This design comes from an exercise in tuning for small area on the open sky130 flow, not from production work. Only simulation tests tie the RTL to the original design; equivalence was not proved. Power and IR drop assume default switching activity.

==> flow/design.v, too long to show whole: its modules and the start of the top module <==
// module gci_std_display_font: 713 lines
// module gci_std_display_character: 122 lines
module gci_std_display_character #(
		parameter P_AREA_H = 640,
		parameter P_AREA_V = 480,
		parameter P_AREAA_HV_N = 19,
		parameter P_MEM_ADDR_N = 23
	)(
		input wire iCLOCK,
		input wire inRESET,
		input wire iRESET_SYNC,
		input wire iIF_VALID,
		output wire oIF_BUSY,
		input wire [13:0] iIF_ADDR,	 
		input wire [31:0] iIF_DATA,
		output wire oIF_FINISH,
		output wire oIF_VALID,
		input wire iIF_BUSY,
		output wire [P_MEM_ADDR_N-1:0] oIF_ADDR,
		output wire [23:0] oIF_DATA
	);
  // ...
==> flow/flow/run.sh <==
#!/bin/bash
# Own flow: the standard flow, with the standard synthesis netlist's combinational
# logic re-mapped for area before floorplanning, and the smallest buffer on the ports.
set -euo pipefail
W=$(pwd)
R=$W/orfs/results/$FLOW_PLATFORM/gci_std_display_character/base
YOSYS=yosys
if ! command -v yosys >/dev/null 2>&1; then YOSYS=$FLOW_HOME/../tools/install/yosys/bin/yosys; fi
LIB=$FLOW_HOME/platforms/$FLOW_PLATFORM/lib/sky130_fd_sc_hd__tt_025C_1v80.lib
bash standard.sh synth > $W/std_synth.log 2>&1
cp $R/1_2_yosys.v $W/std_1_2_yosys.v
mkdir -p $W/maps
python3 $W/flow/mkmap.py $LIB $W/maps > $W/mkmap.log 2>&1
# Re-map with a few ABC scripts, keeping or re-mapping the full adders; keep the smallest.
# (A candidate far smaller than the standard netlist would mean ABC dropped logic.)
std_area=$(sed -n "s/.*Chip area for module .*: \([0-9.]*\).*/\1/p" $W/orfs/reports/$FLOW_PLATFORM/gci_std_display_character/base/synth_stat.txt | tail -1)
best=""; best_area=""
for s in nfm nf nf2 amap rs; do
  for m in combmap combmap_nofa; do
    t=remap_${s}_${m}
    if REMAP_LIB=$LIB REMAP_COMBMAP=$W/maps/$m.v REMAP_IN=$W/std_1_2_yosys.v REMAP_TOP=$FLOW_TOP \
       REMAP_SCRIPT=$W/flow/$s.abc REMAP_STAT=$W/$t.stat REMAP_OUT=$W/$t.v \
       $YOSYS -c $W/flow/remap.tcl > $W/$t.log 2>&1 \
       && python3 $W/flow/same_regs.py $W/std_1_2_yosys.v $W/$t.v > $W/$t.regs 2>&1; then
      a=$(sed -n "s/.*Chip area for module .*: \([0-9.]*\).*/\1/p" $W/$t.stat)
      echo "$t $a" >> $W/remap_areas.txt
      if python3 -c "import sys; sys.exit(0 if $a < 0.5 * $std_area else 1)"; then continue; fi
      if [[ -z "$best" ]] || python3 -c "import sys; sys.exit(0 if $a < $best_area else 1)"; then
        best=$t; best_area=$a
      fi
    fi
  done
done
echo "chosen $best $best_area" >> $W/remap_areas.txt
cp $W/$best.v $R/1_2_yosys.v
touch $R/1_2_yosys.v
# Port buffers: the smallest buffer instead of the delay cell the resizer picks.
bash standard.sh finish "BUFFER_PORTS_ARGS=-buffer_cell sky130_fd_sc_hd__buf_1" > $W/std_finish.log 2>&1
==> flow/flow/amap.abc <==
strash
dch
amap
topo
==> flow/flow/mkmap.py <==
# Writes Yosys techmap files that turn each combinational cell of the liberty
# file into its logic function: combmap.v (all cells) and combmap_nofa.v
# (all but the full adders, which then stay as they are).
import re, sys
lib=open(sys.argv[1]).read()
mods=[]
for c in re.split(r'\n\s*cell\s*\(', lib)[1:]:
    name=re.match(r'\s*"?(\w+)"?\s*\)',c).group(1)
    if "three_state" in c: continue
    if re.search(r'\b(ff|latch|statetable)\s*\(',c): continue
    pins=[]
    for pm in re.finditer(r'\n\s*pin\s*\(\s*"?(\w+)"?\s*\)\s*\{(.*?)\n\s{8}\}', c, re.S):
        pn,body=pm.group(1),pm.group(2)
        d=re.search(r'direction\s*:\s*"?(\w+)"?',body)
        f=re.search(r'function\s*:\s*"([^"]*)"',body)
        pins.append((pn,d.group(1) if d else None,f.group(1) if f else None))
    ins=[p for p,d,f in pins if d=='input']
    outs=[(p,f) for p,d,f in pins if d=='output']
    if not outs or any(f is None for p,f in outs): continue
    if any(re.search(r'VPWR|VGND|KAPWR',f) for p,f in outs): continue
    decl=", ".join([f"input {p}" for p in ins]+[f"output {p}" for p,_ in outs])
    body="".join(f"  assign {p} = {f.replace('!','~')};\n" for p,f in outs)
    mods.append((name,f"(* techmap_celltype = \"{name}\" *)\nmodule _map_{name}({decl});\n{body}endmodule\n"))
open(sys.argv[2]+'/combmap.v','w').write("\n".join(m for n,m in mods))
open(sys.argv[2]+'/combmap_nofa.v','w').write("\n".join(m for n,m in mods if not re.match(r'sky130_fd_sc_hd__fa_\d+$',n)))
==> flow/flow/nf.abc <==
strash
&get -n
&dch -f
&nf -a -R 1000
&put
topo
==> flow/flow/nf2.abc <==
strash
&get -n
&dch
&nf -R 1000
&put
topo
==> flow/flow/nfm.abc <==
strash
&get -n
&dch -f
&nf -p -R 1000
&put
mfs3 -ae
topo
==> flow/flow/remap.tcl <==
# Re-map the combinational logic of the standard synthesis netlist for area.
# Registers (and any cell without a model in combmap.v) are kept as they are.
yosys -import
set lib $::env(REMAP_LIB)
read_liberty -lib $lib
read_verilog -defer $::env(REMAP_COMBMAP)
read_verilog $::env(REMAP_IN)
hierarchy -top $::env(REMAP_TOP)
techmap -map $::env(REMAP_COMBMAP)
techmap
opt -fast
opt_clean
abc -script $::env(REMAP_SCRIPT) -liberty $lib -dont_use *lpflow* -dont_use *probe*
splitnets
opt_clean -purge
hilomap -singleton -hicell sky130_fd_sc_hd__conb_1 HI -locell sky130_fd_sc_hd__conb_1 LO
insbuf -buf sky130_fd_sc_hd__buf_4 A X
check -assert -mapped
tee -o $::env(REMAP_STAT) stat -liberty $lib
write_verilog -noattr -nohex -nodec $::env(REMAP_OUT)
==> flow/flow/rs.abc <==
strash
balance -l
resub -K 6 -l
rewrite -l
resub -K 6 -N 2 -l
refactor -l
resub -K 8 -l
balance -l
resub -K 8 -N 2 -l
rewrite -l
resub -K 10 -l
rewrite -z -l
resub -K 10 -N 2 -l
balance -l
resub -K 12 -l
refactor -z -l
resub -K 12 -N 2 -l
rewrite -z -l
balance -l
balance -l
resub -K 6 -l
rewrite -l
resub -K 6 -N 2 -l
refactor -l
resub -K 8 -l
balance -l
resub -K 8 -N 2 -l
rewrite -l
resub -K 10 -l
rewrite -z -l
resub -K 10 -N 2 -l
balance -l
resub -K 12 -l
refactor -z -l
resub -K 12 -N 2 -l
rewrite -z -l
balance -l
dch
map -a
mfs2 -a
strash
dch
map -a
topo
==> flow/flow/same_regs.py <==
import re, sys
def regs(path):
    s=open(path).read()
    out=set()
    for m in re.finditer(r'\b(sky130_fd_sc_hd__(?:df|edf|sdf|sedf|dl)\w*)\s+(\\\S+|\w+)\s*\(', s):
        out.add((m.group(1), m.group(2)))
    return out
a=regs(sys.argv[1]); b=regs(sys.argv[2])
print(len(a), "registers in the standard netlist,", len(b), "in the re-mapped one")
if a!=b:
    print("differ:", sorted(a^b)); sys.exit(1)
print("same")
==> flow/standard.sh <==
#!/bin/bash
# synth_recipe.tcl (not shown) runs the flow's synth.tcl, then flattens the netlist and writes it again
# the make line also repeats each setting of config.mk as NAME=value (left out here)
make -C /OpenROAD-flow-scripts/flow DESIGN_CONFIG=/design/flow/config.mk WORK_HOME=/design/flow/orfs CLKGATE_MAP_FILE= SYNTH_SCRIPT=/design/flow/synth_recipe.tcl "${@:-finish}"
==> flow/config.mk <==
export PLATFORM = sky130hd
export DESIGN_NAME = gci_std_display_character
export DESIGN_NICKNAME = gci_std_display_character
export VERILOG_FILES = /design/flow/design.v
export SDC_FILE = /design/flow/constraint.sdc
export NUM_CORES = 4
export LEC_CHECK = 0
export ABC_AREA = 1
export CAP_MARGIN = 20
export CORE_MARGIN = 2
export CORE_UTILIZATION = 30
export PLACE_DENSITY = 0.45
export SLEW_MARGIN = 20
export SYNTH_MEMORY_MAX_BITS = 32768
==> flow/constraint.sdc <==
create_clock -name core_clock -period 10.0 [get_ports {iCLOCK}]
set_input_delay 2.0000 -clock core_clock [delete_from_list [all_inputs] [get_ports {iCLOCK}]]
set_output_delay 2.0000 -clock core_clock [all_outputs]
set_load 0.01 [all_outputs]
==> impl_metrics.yaml, run 1 <==
critical_path:
  cpLargestDelayFamily: "compound AO/OA/AOI/OAI gates"
  crit_type: "reg2out"
  r2r_cells: 7
  cp_cell_sequence: "clkinv_1 -> nand2_1 -> clkinv_1 -> nand2_1 -> o22ai_1 -> o21ai_0 -> a21oi_1 -> a41oi_1 -> nor2_1 -> a21oi_1 -> or3_1 -> nand2_1 -> nand3_1 -> nand3_1 -> o21ai_0 -> a31oi_1 -> o311ai_0 -> nand3_1 -> o22ai_1 -> buf_4 -> mux2_1 -> buf_1"
  reg2reg_from: "b_busy"
  rr_endpoint: "b_pixel[5]"
  worstSetupStartpointType: "flip-flop"
  cp-end-kind: "output pin"
synth:
  avgSynthCellArea_um2: 7.22
  yosysWarnings: 1
global_route:
  grtUsageTotal: 0.383
  met3_usage: 0.140
  grt-busiest-layer: "met2"
  antenna_found_initial: 0
  grt_max_degree: 50
  grt_use_met1: 0.449
  grt_pass1_vias: 7444
  grt_overflow: 0
timing:
  min_period_ns: 9.53
  slew_viol_final: 0
  period_share: 0.953
  slew-limit-headroom: 0.164
worst_hold_path:
  hold_end: "b_pixel[0]"
final_layout:
  nClkBuffers: 5
  buf_share: 0.113
  clkCellAreaFrac: 0.0227
  multi_input_area_um2: 3800
  layout_commonest_cell: "nand2_1"
  synthToLayoutAreaGrowth_pct: 17.1
power:
  powerComb_uw: 252
  seqPwrFrac: 0.384
  sw_frac_of_total: 0.375
  p_leak_nw: 2.28
  power_leader: "sequential cells"
  p_total_uw: 697
  p_per_area_nw_per_um2: 103
  ir_drop_mv: 0.121
status:
  status: "timing/DRC/antenna clean"
clocking:
  cts_max_level: 2
  clk_path_buf_depth: 2
routing:
  drc: 0
  highest_layer: "met4"
==> run 2, diff against run 1 <==
--- a/flow/flow/run.sh
+++ b/flow/flow/run.sh
@@ -36,3 +36,6 @@
 touch $R/1_2_yosys.v
 # Port buffers: the smallest buffer instead of the delay cell the resizer picks.
-bash standard.sh finish "BUFFER_PORTS_ARGS=-buffer_cell sky130_fd_sc_hd__buf_1" > $W/std_finish.log 2>&1
+# Clock tree: clkbuf_8 buffers, larger sink clusters, no dummy loads.
+bash standard.sh finish "BUFFER_PORTS_ARGS=-buffer_cell sky130_fd_sc_hd__buf_1" \
+  "CTS_ARGS=-sink_clustering_enable -repair_clock_nets -dont_use_dummy_load -buf_list sky130_fd_sc_hd__clkbuf_8 -sink_clustering_size 30" \
+  > $W/std_finish.log 2>&1
==> impl_metrics.yaml, run 2 <==
status:
  status: "timing/DRC/antenna clean"
power:
  p_total_uw: 627
  p_per_area_nw_per_um2: 93.4
  ir_drop_mv: 0.0768
  p_leak_nw: 2.24
final_layout:
  synthToLayoutAreaGrowth_pct: 15.6
  drive_gt1_frac: 0.0648
  largest_register_ffs: 14
  fin_nets: 996
  layout_commonest_cell: "nand2_1"
  largest-register: "b_base"
  reg_top3: "b_base x14, b_back x12, b_fore x12"
  layout_common_cells: "nand2_1 (103), nor2_1 (100), buf_1 (96)"
die:
  dieWidth_um: 143
  top_level_ports: 101
  die_y_um: 143
  core-area_um2: 18800
  design.die.area_um2: 20500
  rows: 50
  start_util: 0.308
critical_path:
  critPathLaunch: "b_pixel[6]"
  cp-end-kind: "output pin"
  slowest_delay_ns: 0.99
  worstSetupStartpointType: "flip-flop"
  cp.arrival_ns: 7.60
  crit_type: "reg2out"
  reg2reg_from: "b_busy"
  r2r_cells: 7
  critPathRequiredTime_ns: 8.00
  rr_endpoint: "b_pixel[5]"
  cp_cell_sequence: "clkinv_1 -> nand2_1 -> clkinv_1 -> nand2_1 -> o22ai_1 -> o21ai_0 -> a21oi_1 -> a41oi_1 -> nor2_1 -> a21oi_1 -> or3_1 -> nand2_1 -> nand3_1 -> nand3_1 -> o21ai_0 -> a31oi_1 -> o311ai_0 -> nand3_1 -> o22ai_1 -> buf_4 -> mux2_1 -> buf_1"
  crit_end: "oIF_DATA[9]"
  crit_fanout: 12
  crit_slowest_cell: "o21ai_0"
  reg2reg_slack_ns: 7.09
timing:
  max_freq_ghz: 0.104
  rsz0062_at_grt: "false"
  period_share: 0.960
  fin_worst_skew_ns: 0.0314
  finalHoldViolations: 0
  slew_viol_final: 0
  slew-limit-headroom: 0.156
  min_period_ns: 9.60
  fin_setup_tns_ns: 0
  worst_pin_slew_ns: 1.25
  setup_viol: 0
  worst_slack_ns: 0.398
global_route:
  grt_pass1_vias: 7441
  grt_max_degree: 50
  grt_overflow: 0
  grt_pass1_wl_mm: 54.2
  grtUsageTotal: 0.382
  antenna_found_initial: 1
routing:
  wl_mm: 39.0
  avgViaCountPerCell: 6.64
  dr.pass1.iters: 6
  dr.first_iter.drc_count: 1209
  num_vias: 7881
  wl_per_cell_um: 32.8
  ant_nets: 0
  drc: 0
place:
  preCtsSetupSlack_ns: 1.49
  io_buffers: 96
  globalplace.congestion: 1.10
  place_hpwl_mm: 29.7
synth:
  synthCells: 804
  avgSynthCellArea_um2: 7.22
  netlist_area_um2: 5800
  yosysWarnings: 1
clocking:
  clock_latency_ns: 0.31
  cts_root_buf: "clkbuf_8"
  cts_max_level: 2
  cts_tree: "built"
  ctsHoldBuffers: 0
  cts_setup_buffers: 0
  clkTransAtPathRegs_ns: 0.08
  clk_path_buf_depth: 2
  cts.sinks: 53
  numCtsBuffers: 5
  post_cts_resized: 0
run:
  drv_cap: 0
worst_hold_path:
  worst_hold_path_type: "reg2reg"
## run 2: cell type report
type,instances,area (µm²)
antenna,1,2.50
clock buffer,5,68.8
fill,2061,12100
inverter,63,236
multi-input combinational,655,3800
sequential,53,1520
tap,260,325
timing repair buffer,150,766
## run 2: power breakdown
group          switching, mW  internal, mW
Sequential            0.0117         0.256
Combinational          0.168        0.0830
Clock                 0.0622        0.0453
Total                  0.242         0.385
## run 2: worst max-delay path, delay by kind of cell (launching register included)
kind	cells	cell delay [ns]
flops	1	0.34
buf+inv	4	1.04
mux	1	0.38
compound gates	9	3.67
simple gates	8	1.85
## run 2: per-stage QoR
stage	utilization	hold WS [ns]	area [µm²]	instances
after floorplan	-	0.636	5810	806
after global placement	0.353	0.618	6640	1181
after detailed placement	0.353	0.656	6640	1181
after CTS	0.356	0.671	6710	1186
after global routing	0.356	0.690	6710	1186
final	0.356	0.679	6710	1187
## run 2: worst min path at each step
stage | startpoint | to | slack, ns | cells past startpoint
6_report | b_pixel[0] | b_pixel[0] | 0.68 | 1
5_1_grt | b_pixel[0] | b_pixel[0] | 0.69 | 1
4_1_cts | b_pixel[0] | b_pixel[0] | 0.67 | 1
3_5_place_dp | b_pixel[0] | b_pixel[0] | 0.66 | 1
3_3_place_gp | b_pixel[0] | b_pixel[0] | 0.62 | 1
2_1_floorplan | b_busy | b_pixel[3] | 0.64 | 2
## run 2: routing by layer
layer | part of all wire | GRT usage
met5 | 0 | 0
met4 | 0.10 | 0.305
met3 | 0.14 | 0.144
met2 | 0.41 | 0.557
met1 | 0.34 | 0.448
==> module gci_std_display_character, before the edit <==
module gci_std_display_character #(
		parameter P_AREA_H = 640,
		parameter P_AREA_V = 480,
		parameter P_AREAA_HV_N = 19,
		parameter P_MEM_ADDR_N = 23
	)(
		input wire iCLOCK,
		input wire inRESET,
		input wire iRESET_SYNC,
		input wire iIF_VALID,
		output wire oIF_BUSY,
		input wire [13:0] iIF_ADDR,	 
		input wire [31:0] iIF_DATA,
		output wire oIF_FINISH,
		output wire oIF_VALID,
		input wire iIF_BUSY,
		output wire [P_MEM_ADDR_N-1:0] oIF_ADDR,
		output wire [23:0] oIF_DATA
	);
	reg b_busy;
	reg [6:0] b_pixel;
	reg [11:0] b_fore;
	reg [11:0] b_back;
	reg [13:0] b_base;
	reg [6:0] b_code;
	wire finish = b_busy & b_pixel[6] & b_pixel[5] & b_pixel[4];
	wire write = b_busy & !finish & !iIF_BUSY;
	always@(posedge iCLOCK or negedge inRESET)begin
		if(!inRESET)begin
			b_busy <= 1'b0;
		end
		else if(iRESET_SYNC)begin
			b_busy <= 1'b0;
		end
		else if(!b_busy)begin
			b_busy <= iIF_VALID;
		end
		else if(finish)begin
			b_busy <= 1'b0;
		end
	end
	always@(posedge iCLOCK)begin
		if(!b_busy)begin
			b_pixel <= 7'h0;
			b_fore <= iIF_DATA[19:8];
			b_back <= iIF_DATA[31:20];
			b_base <= iIF_ADDR;
			b_code <= iIF_DATA[6:0];
		end
		else if(write)begin
			b_pixel <= b_pixel + 7'h1;
		end
	end
	wire pixel_on;
	gci_std_display_font FONT14X8(
		.iCODE(b_code),
		.iROW(b_pixel[6:3]),
		.iCOL(b_pixel[2:0]),
		.oPIXEL(pixel_on)
	);
	wire [5:0] r = b_base[13:8];
	wire [3:0] row = b_pixel[6:3];
	wire [3:0] chi = b_base[7:4];
	wire [12:0] hi;
	wire s0 = row[0] ^ chi[0];
	wire c0 = row[0] & chi[0];
	wire s1 = r[0] ^ row[1] ^ chi[1];
	wire c1 = (r[0] & row[1]) | (r[0] & chi[1]) | (row[1] & chi[1]);
	wire s2 = c0 ^ s1;
	wire c2 = c0 & s1;
	wire s3 = r[1] ^ r[0] ^ row[2];
	wire c3 = (r[1] & r[0]) | (r[1] & row[2]) | (r[0] & row[2]);
	wire s4 = row[0] ^ chi[2] ^ c1;
	wire c4 = (row[0] & chi[2]) | (row[0] & c1) | (chi[2] & c1);
	wire s5 = c2 ^ s3 ^ s4;
	wire c5 = (c2 & s3) | (c2 & s4) | (s3 & s4);
	wire s6 = r[2] ^ r[1] ^ row[3];
	wire c6 = (r[2] & r[1]) | (r[2] & row[3]) | (r[1] & row[3]);
	wire s7 = row[1] ^ chi[3] ^ c3;
	wire c7 = (row[1] & chi[3]) | (row[1] & c3) | (chi[3] & c3);
	wire s8 = c4 ^ c5 ^ s6;
	wire c8 = (c4 & c5) | (c4 & s6) | (c5 & s6);
	wire s9 = s7 ^ s8;
	wire c9 = s7 & s8;
	wire s10 = r[3] ^ r[2] ^ row[2];
	wire c10 = (r[3] & r[2]) | (r[3] & row[2]) | (r[2] & row[2]);
	wire s11 = c6 ^ c7 ^ c8;
	wire c11 = (c6 & c7) | (c6 & c8) | (c7 & c8);
	wire s12 = c9 ^ s10 ^ s11;
	wire c12 = (c9 & s10) | (c9 & s11) | (s10 & s11);
	wire s13 = r[4] ^ r[3] ^ row[3];
	wire c13 = (r[4] & r[3]) | (r[4] & row[3]) | (r[3] & row[3]);
	wire s14 = c10 ^ c11 ^ c12;
	wire c14 = (c10 & c11) | (c10 & c12) | (c11 & c12);
	wire s15 = s13 ^ s14;
	wire c15 = s13 & s14;
	wire s16 = r[5] ^ r[4] ^ r[0];
	wire c16 = (r[5] & r[4]) | (r[5] & r[0]) | (r[4] & r[0]);
	wire s17 = c13 ^ c14 ^ c15;
	wire c17 = (c13 & c14) | (c13 & c15) | (c14 & c15);
	wire s18 = s16 ^ s17;
	wire c18 = s16 & s17;
	wire s19 = r[5] ^ r[1] ^ c16;
	wire c19 = (r[5] & r[1]) | (r[5] & c16) | (r[1] & c16);
	wire s20 = c17 ^ c18 ^ s19;
	wire c20 = (c17 & c18) | (c17 & s19) | (c18 & s19);
	wire s21 = r[2] ^ c19 ^ c20;
	wire c21 = (r[2] & c19) | (r[2] & c20) | (c19 & c20);
	wire s22 = r[3] ^ c21;
	wire c22 = r[3] & c21;
	wire s23 = r[4] ^ c22;
	wire c23 = r[4] & c22;
	wire s24 = r[5] ^ c23;
	wire c24 = r[5] & c23;
	assign hi = {c24, s24, s23, s22, s21, s20, s18, s15, s12, s9, s5, s2, s0};
	assign oIF_BUSY = b_busy;
	assign oIF_FINISH = finish;
	assign oIF_VALID = write;
	assign oIF_ADDR = {3'b000, hi, b_base[3:0], b_pixel[2:0]};
	wire [11:0] color = pixel_on ? b_fore : b_back;
	assign oIF_DATA = {color[11:8], color[11:8], color[7:4], color[7:4], color[3:0], color[3:0]};
endmodule
==> run 3, diff against run 2 <==
--- a/flow/design.v
+++ b/flow/design.v
@@ -736,10 +736,21 @@
 	reg b_busy;
 	reg [6:0] b_pixel;
+	reg b_pixel_on;
 	reg [11:0] b_fore;
 	reg [11:0] b_back;
 	reg [13:0] b_base;
 	reg [6:0] b_code;
-	wire finish = b_busy & b_pixel[6] & b_pixel[5] & b_pixel[4];
-	wire write = b_busy & !finish & !iIF_BUSY;
+	wire last = b_pixel[6] & b_pixel[5] & b_pixel[4];
+	wire fetch = last & b_pixel[3];
+	wire finish = b_busy & last & !b_pixel[3];
+	wire write = b_busy & !last & !iIF_BUSY;
+	wire [6:0] next_pixel = b_pixel + 7'h1;
+	wire font_pixel;
+	gci_std_display_font FONT14X8(
+		.iCODE(b_code),
+		.iROW(next_pixel[6:3]),
+		.iCOL(next_pixel[2:0]),
+		.oPIXEL(font_pixel)
+	);
 	always@(posedge iCLOCK or negedge inRESET)begin
 		if(!inRESET)begin
@@ -758,5 +769,5 @@
 	always@(posedge iCLOCK)begin
 		if(!b_busy)begin
-			b_pixel <= 7'h0;
+			b_pixel <= 7'h7f;
 			b_fore <= iIF_DATA[19:8];
 			b_back <= iIF_DATA[31:20];
@@ -764,15 +775,9 @@
 			b_code <= iIF_DATA[6:0];
 		end
-		else if(write)begin
-			b_pixel <= b_pixel + 7'h1;
+		else if(fetch | write)begin
+			b_pixel <= next_pixel;
+			b_pixel_on <= font_pixel;
 		end
 	end
-	wire pixel_on;
-	gci_std_display_font FONT14X8(
-		.iCODE(b_code),
-		.iROW(b_pixel[6:3]),
-		.iCOL(b_pixel[2:0]),
-		.oPIXEL(pixel_on)
-	);
 	wire [5:0] r = b_base[13:8];
 	wire [3:0] row = b_pixel[6:3];
@@ -834,5 +839,5 @@
 	assign oIF_VALID = write;
 	assign oIF_ADDR = {3'b000, hi, b_base[3:0], b_pixel[2:0]};
-	wire [11:0] color = pixel_on ? b_fore : b_back;
+	wire [11:0] color = b_pixel_on ? b_fore : b_back;
 	assign oIF_DATA = {color[11:8], color[11:8], color[7:4], color[7:4], color[3:0], color[3:0]};
 endmodule
==> impl_metrics.yaml, run 3 <==
timing:
  worst_slack_ns: 1.73
  finalHoldViolations: 0
  fin_setup_tns_ns: 0
  min_period_ns: 8.27
  max_freq_ghz: 0.121
  slew_viol_final: 0
  slew-limit-headroom: 0.187
  period_share: 0.827
  setup_viol: 0
  worst_pin_slew_ns: 1.21
  whs_ns: 0.535
  rsz0062_at_grt: "false"
  fin_worst_skew_ns: 0.0376
final_layout:
  drive_gt1_frac: 0.0768
  layout_commonest_cell: "nand2_1"
  largest-register: "b_base"
  largest_register_ffs: 14
  reg_top3: "b_base x14, b_back x12, b_fore x12"
  synthToLayoutAreaGrowth_pct: 16.9
  layout_common_cells: "nand2_1 (118), nor2_1 (97), buf_1 (96)"
  nFillCells: 2199
  final_cell_area_um2: 6890
  final-seq-area_um2: 1550
  fin_nets: 1020
  multi_input_area_um2: 3850
die:
  dieWidth_um: 144
  top_level_ports: 101
  rows: 51
  design.die.area_um2: 20800
  start_util: 0.304
  die_y_um: 144
  core-area_um2: 19400
critical_path:
  crit_slowest_cell: "a2111oi_0"
  crit_top_cell: "nor2_1"
  cp-end-kind: "flip-flop"
  crit_type: "reg2reg"
  crit_end: "b_pixel_on"
  crit_fanout: 8
  r2r_cells: 28
  cp.arrival_ns: 8.29
  slowest_delay_ns: 0.78
  worstSetupStartpointType: "flip-flop"
  reg2reg_from: "b_pixel[4]"
  critPathLaunch: "b_pixel[4]"
  reg2reg_slack_ns: 1.73
  critPathRequiredTime_ns: 10.03
  rr_endpoint: "b_pixel_on"
power:
  ir_drop_mv: 0.151
  p_per_area_nw_per_um2: 366
  p_total_mw: 2.52
  p_leak_nw: 2.35
place:
  place_hpwl_mm: 31.7
  dpl_cell_area_um2: 6800
  globalplace.congestion: 1.12
  preCtsSetupSlack_ns: 2.19
  io_buffers: 96
worst_hold_path:
  worst_hold_path_type: "reg2reg"
routing:
  dr.pass1.iters: 6
  wl_per_cell_um: 34.3
  wl_mm: 41.7
  dr.first_iter.drc_count: 1230
  avgViaCountPerCell: 6.60
  num_vias: 8024
  drc: 0
  ant_nets: 0
synth:
  netlist_area_um2: 5890
  avgSynthCellArea_um2: 7.21
  yosysWarnings: 1
  synthCells: 818
global_route:
  grt_pass1_vias: 7791
  grt_max_degree: 48
  grt_overflow: 0
  grt_pass1_wl_mm: 57.9
  antenna_found_initial: 1
  grtUsageTotal: 0.406
run:
  drv_cap: 0
clocking:
  cts_setup_buffers: 0
  numCtsBuffers: 5
  ctsHoldBuffers: 0
  cts_max_level: 2
  clkTransAtPathRegs_ns: 0.10
  post_cts_resized: 0
  cts.sinks: 54
  cts_tree: "built"
  clock_latency_ns: 0.32
  clk_path_buf_depth: 2
  cts_root_buf: "clkbuf_8"
status:
  status: "timing/DRC/antenna clean"
## run 3: worst min path at each step
stage	start	to	slack, ns	depth (start not counted)
2_1_floorplan	b_pixel[5]	b_pixel[5]	0.54	2
6_report	b_pixel[1]	b_pixel[1]	0.53	2
3_5_place_dp	b_pixel[1]	b_pixel[1]	0.51	2
5_1_grt	b_pixel[1]	b_pixel[1]	0.57	2
3_3_place_gp	b_pixel[1]	b_pixel[1]	0.50	2
4_1_cts	b_pixel[1]	b_pixel[1]	0.53	2
## run 3: cell type report
| cell class | count | share of cell area |
|---|---|---|
| antenna | 1 | 0.000363 |
| clock buffer | 5 | 0.00998 |
| inverter | 69 | 0.0376 |
| multi-input combinational | 662 | 0.558 |
| sequential | 54 | 0.224 |
| tap | 265 | 0.0481 |
| timing repair buffer | 160 | 0.121 |
## run 3: power breakdown
group	switching [mW]	internal (mW)	leakage (nW)
Sequential	0.0280	0.277	0.533
Combinational	1.56	0.548	1.78
Clock	0.0646	0.0454	0.0360
## run 3: metrics by stage
| stage | instances | util |
|---|---|---|
| 6_report | 1216 | 0.355 |
| 5_1_grt | 1215 | 0.355 |
| 4_1_cts | 1213 | 0.354 |
| 3_5_place_dp | 1208 | 0.351 |
| 3_3_place_gp | 1208 | 0.351 |
| 2_1_floorplan | 820 | - |
## run 3: routing by layer
| layer | GRT usage | vias up | wire length (µm) | part of all wire |
|---|---|---|---|---|
| met5 | 0 | - | 0 | 0 |
| li1 | - | 3247 | - | - |
| met1 | 0.480 | 3669 | 14600 | 0.35 |
| met2 | 0.580 | 830 | 16500 | 0.40 |
| met3 | 0.171 | 278 | 6230 | 0.15 |
| met4 | 0.314 | 0 | 4320 | 0.10 |
## run 3: worst max-delay path, delay by kind of cell, from the launching register on
family	cells	cell delay (ns)
buf+inv	4	1.09
compound gates	8	2.52
mux	1	0.21
simple gates	15	3.56
flops	1	0.57

[afterwards: timing with drivers on the ports]
In the flow no input, the clock included, has a driving cell. The finished layouts below were timed again as built, in two steps.
Step 1 sets driving cells, clkbuf_16 on the clock port and buf_2 on the other inputs (assumed; they add their load-dependent delay and slew).
Step 2 also shifts input and output timing later by t, the mid clock arrival at the registers, as if the neighbouring blocks saw the same clock.
Slacks: no drivers / after step 1 / after step 2; pairs: no drivers / after step 1.
run | shift t [ns] | setup slack, ns | worst hold slack (ns) | clock arrival spread, ns | slew at the worst register clock pin (ns)
run 1 | 0.326 | 0.465 / 0.431 / 0.757 | 0.681 / 0.681 / 0.681 | 0.008 / 0.008 | 0.07 / 0.07
run 2 | 0.332 | 0.398 / 0.363 / 0.694 | 0.679 / 0.679 / 0.679 | 0.033 / 0.033 | 0.10 / 0.10
run 3 | 0.331 | 1.732 / 1.732 / 1.732 | 0.535 / 0.535 / 0.535 | 0.038 / 0.038 | 0.11 / 0.11
After both steps every run listed still meets setup and hold.
